This design comes from an exercise in tuning for small area, a short achievable clock period and few clock cycles on the open sky130 flow, not from production work.
Function was checked by simulation only, so behaviour that the tests miss may differ from the original.
No activity file was given, so power comes from the tool's default toggle rates.

==> job 4193: inputs <==
==> flow/design.v (excerpt) <==
module minimax(
   opt, move,
   grid, column_counts, player, sw, clk
);
==> module minimax, before the edit <==
module minimax(
   opt, move,
   grid, column_counts, player, sw, clk
);
input [83:0] grid;
input [20:0] column_counts;
input player;
input sw;
input clk;
output [6:0] opt;
output move;
reg [41:0] t, ts;
reg [6:0]  vld;                  
reg [6:0]  stv;                  
integer c, r, j;
always @(*) begin
  for (c = 0; c < 7; c = c + 1) begin
    vld[c] = !(column_counts[3*c + 2] && column_counts[3*c + 1]);
    stv[c] = !column_counts[3*c + 2] || !(column_counts[3*c + 1] || column_counts[3*c]);
    for (r = 0; r < 6; r = r + 1) begin
      t[6*c + r]  = column_counts[3*c +: 3] == r;
      ts[6*c + r] = r > 0 && column_counts[3*c +: 3] == r - 1;
    end
  end
end
wire [6:0]  a4, n4, s4;
wire [20:0] a3, n3, s3;
score     score_a (.grid(grid), .t(t),  .f4(a4), .f3(a3));
score_opp score_n (.grid(grid), .t(t),  .f4(n4), .f3(n3));
score_stk score_s (.grid(grid), .t(ts), .f4(s4), .f3(s3));
function [6:0] therm;
  input [2:0] v;
  begin
    therm[0] = v[2] | v[1] | v[0];
    therm[1] = v[2] | v[1];
    therm[2] = v[2] | v[1] & v[0];
    therm[3] = v[2];
    therm[4] = v[2] & (v[1] | v[0]);
    therm[5] = v[2] & v[1];
    therm[6] = v[2] & v[1] & v[0];
  end
endfunction
function [2:0] untherm;
  input [6:0] m;
  begin
    untherm[2] = m[3];
    untherm[1] = m[1] & ~m[3] | m[5];
    untherm[0] = m[0] & ~m[1] | m[2] & ~m[3] | m[4] & ~m[5] | m[6];
  end
endfunction
function gt6;
  input [5:0] a, b;
  integer i;
  begin
    gt6 = 1'b0;
    for (i = 0; i < 6; i = i + 1)
      gt6 = (a[i] & ~b[i]) | (~(a[i] ^ b[i]) & gt6);
  end
endfunction
function [1:0] rank;              
  input integer k;
  rank = (k == 3) ? 2'd3 : (k == 2 || k == 4) ? 2'd2 : (k == 1 || k == 5) ? 2'd1 : 2'd0;
endfunction
function [6:0] pos;
  input integer k;
  input [2:0] h;
  case (h)
    3'd0: pos = 13 - 2*k;
    3'd1: pos = 27 - 2*k;
    3'd2: pos = 41 - 2*k;
    3'd3: pos = 55 - 2*k;
    3'd4: pos = 69 - 2*k;
    default: pos = 83 - 2*k;
  endcase
endfunction
reg [6:0] nt [0:6];
reg [6:0] st [0:6];
reg [6:0] mt;
reg       any4;
reg [3:0] d;
reg [5:0] key [0:6];
always @(*) begin
  for (c = 0; c < 7; c = c + 1) begin
    nt[c] = vld[c] ? therm(n3[3*c +: 3]) : 7'd0;
    st[c] = stv[c] ? therm(s3[3*c +: 3]) : 7'd0;
  end
  for (c = 0; c < 7; c = c + 1) begin
    mt   = st[c];
    any4 = stv[c] & s4[c];
    for (j = 0; j < 7; j = j + 1)
      if (j != c) begin
        mt   = mt | nt[j];
        any4 = any4 | (vld[j] & n4[j]);
      end
    d = {1'b0, a3[3*c +: 3]} + {1'b0, ~untherm(mt)};
    key[c] = a4[c] ? 6'b10_0000 : any4 ? 6'b00_0000 : {2'b01, d};
  end
end
reg [6:0] win;
reg [6:0] best;
reg       g;
always @(*) begin
  win = vld;
  for (c = 0; c < 7; c = c + 1)
    for (j = c + 1; j < 7; j = j + 1) begin
      g = gt6(key[c], key[j]) | (key[c] == key[j] && key[c][4] && rank(c) > rank(j));
      if (vld[c] &&  g) win[j] = 1'b0;
      if (vld[j] && !g) win[c] = 1'b0;
    end
  best = (vld == 7'd0) ? 7'd1 : 7'd0;
  for (c = 0; c < 7; c = c + 1)
    if (win[c]) best = best | pos(c, column_counts[3*c +: 3]);
end
wire req = player & sw;
reg  busy;
reg  move_r;
reg  [6:0] opt_r;
assign move = move_r;
assign opt  = opt_r;
always @(posedge clk) begin
  if (!req) begin
    busy   <= 1'b0;
    move_r <= 1'b0;
  end else if (!busy) begin
    busy   <= 1'b1;
    move_r <= 1'b1;
    opt_r  <= best;
  end else begin
    move_r <= 1'b0;
  end
end
endmodule
Settings: LEC_CHECK=0, ABC_AREA=1, CAP_MARGIN=20, CORE_MARGIN=2, CORE_UTILIZATION=40, SLEW_MARGIN=20; clock period 11.0 ns.
standard.sh (not shown) runs the stock make flow with config.mk's settings and CLKGATE_MAP_FILE= SYNTH_SCRIPT=/design/flow/synth_recipe.tcl, a recipe that flattens the netlist after the stock synthesis.
==> flow/flow/run.sh <==
#!/bin/bash
# Layout flow: the standard flow (standard.sh) unchanged, except that
#  - synthesis leaves adders as plain gates for abc instead of mapping them to
#    the platform's full/half adder cells (ADDER_MAP_FILE empty), which gives a
#    much shallower netlist for this design's bit counts and comparisons;
#  - every port still gets its own buffer, but a plain buf_2 rather than the
#    slow clkdlybuf4s50_1 that buffer_ports picks by default.
set -o pipefail
cp standard.sh standard_sh.log
export ADDER_MAP_FILE=
export BUFFER_PORTS_ARGS="-buffer_cell sky130_fd_sc_hd__buf_2"
bash standard.sh > standard.log 2>&1
==> inputs of job 7925, as changes to job 4193 <==
--- a/flow/design.v
+++ b/flow/design.v
@@ -1101,25 +1101,30 @@
   endcase
 endfunction
-reg [6:0] nt [0:6];
-reg [6:0] st [0:6];
-reg [6:0] mt;
-reg       any4;
+reg [7:0] nt [0:6];              
+reg [7:0] st [0:6];
+reg [7:0] g01, g23, g45, g456, g0123;
+reg [7:0] mt;
 reg [3:0] d;
 reg [5:0] key [0:6];
 always @(*) begin
   for (c = 0; c < 7; c = c + 1) begin
-    nt[c] = vld[c] ? therm(n3[3*c +: 3]) : 7'd0;
-    st[c] = stv[c] ? therm(s3[3*c +: 3]) : 7'd0;
+    nt[c] = vld[c] ? {n4[c], therm(n3[3*c +: 3])} : 8'd0;
+    st[c] = stv[c] ? {s4[c], therm(s3[3*c +: 3])} : 8'd0;
   end
+  g01 = nt[0] | nt[1];  g23 = nt[2] | nt[3];  g45 = nt[4] | nt[5];
+  g456 = g45 | nt[6];   g0123 = g01 | g23;
   for (c = 0; c < 7; c = c + 1) begin
-    mt   = st[c];
-    any4 = stv[c] & s4[c];
-    for (j = 0; j < 7; j = j + 1)
-      if (j != c) begin
-        mt   = mt | nt[j];
-        any4 = any4 | (vld[j] & n4[j]);
-      end
-    d = {1'b0, a3[3*c +: 3]} + {1'b0, ~untherm(mt)};
-    key[c] = a4[c] ? 6'b10_0000 : any4 ? 6'b00_0000 : {2'b01, d};
+    case (c)
+      0: mt = nt[1] | g23 | g456;
+      1: mt = nt[0] | g23 | g456;
+      2: mt = g01 | nt[3] | g456;
+      3: mt = g01 | nt[2] | g456;
+      4: mt = g0123 | nt[5] | nt[6];
+      5: mt = g0123 | nt[4] | nt[6];
+      default: mt = g0123 | g45;
+    endcase
+    mt = mt | st[c];
+    d = {1'b0, a3[3*c +: 3]} + {1'b0, ~untherm(mt[6:0])};
+    key[c] = a4[c] ? 6'b10_0000 : mt[7] ? 6'b00_0000 : {2'b01, d};
   end
 end
==> flow/flow/run.sh (replaced) <==
#!/bin/bash
# Layout flow: the standard flow (standard.sh), with these changes:
#  - synthesis leaves adders as plain gates for abc instead of mapping them to
#    the platform's full/half adder cells (ADDER_MAP_FILE empty), which gives a
#    much shallower netlist for this design's bit counts and comparisons;
#  - every port still gets its own buffer, but a plain buf_2 rather than the
#    slow clkdlybuf4s50_1 that buffer_ports picks by default;
set -o pipefail
cp standard.sh standard_sh.log
export ADDER_MAP_FILE=
export BUFFER_PORTS_ARGS="-buffer_cell sky130_fd_sc_hd__buf_2"
SETUP_SLACK_MARGIN=3.8 bash standard.sh cts > standard_to_cts.log 2>&1 || exit 1
SETUP_SLACK_MARGIN=3.3 bash standard.sh finish > standard.log 2>&1
CORE_UTILIZATION = 50   (was 40)
==> inputs of job 1019, as changes to job 4193 <==
--- a/flow/design.v
+++ b/flow/design.v
@@ -1101,25 +1101,30 @@
   endcase
 endfunction
-reg [6:0] nt [0:6];
-reg [6:0] st [0:6];
-reg [6:0] mt;
-reg       any4;
+reg [7:0] nt [0:6];              
+reg [7:0] st [0:6];
+reg [7:0] g01, g23, g45, g456, g0123;
+reg [7:0] mt;
 reg [3:0] d;
 reg [5:0] key [0:6];
 always @(*) begin
   for (c = 0; c < 7; c = c + 1) begin
-    nt[c] = vld[c] ? therm(n3[3*c +: 3]) : 7'd0;
-    st[c] = stv[c] ? therm(s3[3*c +: 3]) : 7'd0;
+    nt[c] = vld[c] ? {n4[c], therm(n3[3*c +: 3])} : 8'd0;
+    st[c] = stv[c] ? {s4[c], therm(s3[3*c +: 3])} : 8'd0;
   end
+  g01 = nt[0] | nt[1];  g23 = nt[2] | nt[3];  g45 = nt[4] | nt[5];
+  g456 = g45 | nt[6];   g0123 = g01 | g23;
   for (c = 0; c < 7; c = c + 1) begin
-    mt   = st[c];
-    any4 = stv[c] & s4[c];
-    for (j = 0; j < 7; j = j + 1)
-      if (j != c) begin
-        mt   = mt | nt[j];
-        any4 = any4 | (vld[j] & n4[j]);
-      end
-    d = {1'b0, a3[3*c +: 3]} + {1'b0, ~untherm(mt)};
-    key[c] = a4[c] ? 6'b10_0000 : any4 ? 6'b00_0000 : {2'b01, d};
+    case (c)
+      0: mt = nt[1] | g23 | g456;
+      1: mt = nt[0] | g23 | g456;
+      2: mt = g01 | nt[3] | g456;
+      3: mt = g01 | nt[2] | g456;
+      4: mt = g0123 | nt[5] | nt[6];
+      5: mt = g0123 | nt[4] | nt[6];
+      default: mt = g0123 | g45;
+    endcase
+    mt = mt | st[c];
+    d = {1'b0, a3[3*c +: 3]} + {1'b0, ~untherm(mt[6:0])};
+    key[c] = a4[c] ? 6'b10_0000 : mt[7] ? 6'b00_0000 : {2'b01, d};
   end
 end
CORE_UTILIZATION = 65   (was 40)
PLACE_DENSITY = 0.75   (was not set)
==> inputs of job 6785, as changes to job 4193 <==
--- a/flow/design.v
+++ b/flow/design.v
@@ -1101,25 +1101,30 @@
   endcase
 endfunction
-reg [6:0] nt [0:6];
-reg [6:0] st [0:6];
-reg [6:0] mt;
-reg       any4;
+reg [7:0] nt [0:6];              
+reg [7:0] st [0:6];
+reg [7:0] g01, g23, g45, g456, g0123;
+reg [7:0] mt;
 reg [3:0] d;
 reg [5:0] key [0:6];
 always @(*) begin
   for (c = 0; c < 7; c = c + 1) begin
-    nt[c] = vld[c] ? therm(n3[3*c +: 3]) : 7'd0;
-    st[c] = stv[c] ? therm(s3[3*c +: 3]) : 7'd0;
+    nt[c] = vld[c] ? {n4[c], therm(n3[3*c +: 3])} : 8'd0;
+    st[c] = stv[c] ? {s4[c], therm(s3[3*c +: 3])} : 8'd0;
   end
+  g01 = nt[0] | nt[1];  g23 = nt[2] | nt[3];  g45 = nt[4] | nt[5];
+  g456 = g45 | nt[6];   g0123 = g01 | g23;
   for (c = 0; c < 7; c = c + 1) begin
-    mt   = st[c];
-    any4 = stv[c] & s4[c];
-    for (j = 0; j < 7; j = j + 1)
-      if (j != c) begin
-        mt   = mt | nt[j];
-        any4 = any4 | (vld[j] & n4[j]);
-      end
-    d = {1'b0, a3[3*c +: 3]} + {1'b0, ~untherm(mt)};
-    key[c] = a4[c] ? 6'b10_0000 : any4 ? 6'b00_0000 : {2'b01, d};
+    case (c)
+      0: mt = nt[1] | g23 | g456;
+      1: mt = nt[0] | g23 | g456;
+      2: mt = g01 | nt[3] | g456;
+      3: mt = g01 | nt[2] | g456;
+      4: mt = g0123 | nt[5] | nt[6];
+      5: mt = g0123 | nt[4] | nt[6];
+      default: mt = g0123 | g45;
+    endcase
+    mt = mt | st[c];
+    d = {1'b0, a3[3*c +: 3]} + {1'b0, ~untherm(mt[6:0])};
+    key[c] = a4[c] ? 6'b10_0000 : mt[7] ? 6'b00_0000 : {2'b01, d};
   end
 end
CORE_UTILIZATION = 45   (was 40)
SETUP_SLACK_MARGIN = 3.8   (was not set)
==> qor summary <==
metric	job 4193	job 1019	job 7925	job 6785
Status	complete, no violations	did not finish	complete, no violations	complete, no violations
Last stage reached	-	global routing (5_1_grt)	-	-
Share of the core filled with cells in the final layout	41.98%	-	54.05%	53.27%
# resized after CTS	0	0	41	41
Relative contribution of combinational cells to total power	93.8%	-	93.3%	94.1%
Avg Synthesized Cell Area	4.698 µm²	4.713 µm²	4.713 µm²	4.713 µm²
Number of diodes	1	-	8	3
Endpoint of the most critical setup path	opt_r[5]	-	opt_r[1]	opt_r[3]
Flop+latch power	44.4 µW	-	45.7 µW	44.5 µW
Number of non-clock inverters	525	-	493	493
Internal power of the cells	496.5 µW	-	512.7 µW	591.9 µW
Combined flip-flop and latch cell area	250.2 µm²	-	250.2 µm²	250.2 µm²
Worst hold-check path type	register to register	-	register to register	register to register
Count of distinct cell types in the synthesized netlist	76	70	70	70
Non-filler cells in the finished layout	4584	-	4406	4536
Post-place setup slack	2.840 ns	3.297 ns	2.933 ns	3.118 ns
R2R Path Start	busy	-	busy	busy
Launching element type of the critical path	input port	-	input port	input port
Seq Cell Count	9	-	9	9
Portion of synthesized cell area occupied by the leading cell type	28.94%	28.21%	28.21%	28.21%
Number of filler instances in the final layout	5559	-	4079	4603
Final count of hold timing violations	0	-	0	0
Average detailed-routed wire length per instance	27.10 µm	-	27.13 µm	26.38 µm
Max-cap violations	0	-	0	0
Post-Syn Nets	4103	4021	4021	4021
Floorplan row count	79	61	70	74
Switching fraction of total power	71.61%	-	71.16%	69.25%
Testbench counts of job 4193, summed over its fixed seeds: cycles 960.
Testbench counts of job 7925, summed over its fixed seeds: cycles 960.
Testbench counts of job 1019, summed over its fixed seeds: cycles 960.
Testbench counts of job 6785, summed over its fixed seeds: cycles 960.

## static timing again, ports no longer ideal
Ports are ideal in the flow. The routed layouts listed here were re-timed in OpenROAD.
Step 1: set_driving_cell puts a clkbuf_16 on clk and a buf_2 on each other input, an assumption about the parent block.
Step 2 times the ports against the registers' clock, not the clock port: input delays grow and output delays shrink by t, the midpoint of the rising clock arrivals with the driver on.
Slacks: ideal / step 1 / step 2; pairs: ideal / step 1.
run	t, ns	setup WS [ns]	latest minus earliest clock arrival (ns)	worst data-port slew with drivers (ns)
job 4193	0.258	2.575 / 2.562 / 2.304	0.004 / 0.004	0.04
job 7925	0.281	3.486 / 3.492 / 3.211	0.009 / 0.009	0.08
job 6785	0.272	3.731 / 3.737 / 3.465	0.001 / 0.002	0.06
After both steps setup and hold are still met in every run listed. The setup slack of job 7925, which loses most, moves by +0.006 ns with the drivers and by -0.275 ns with both steps.
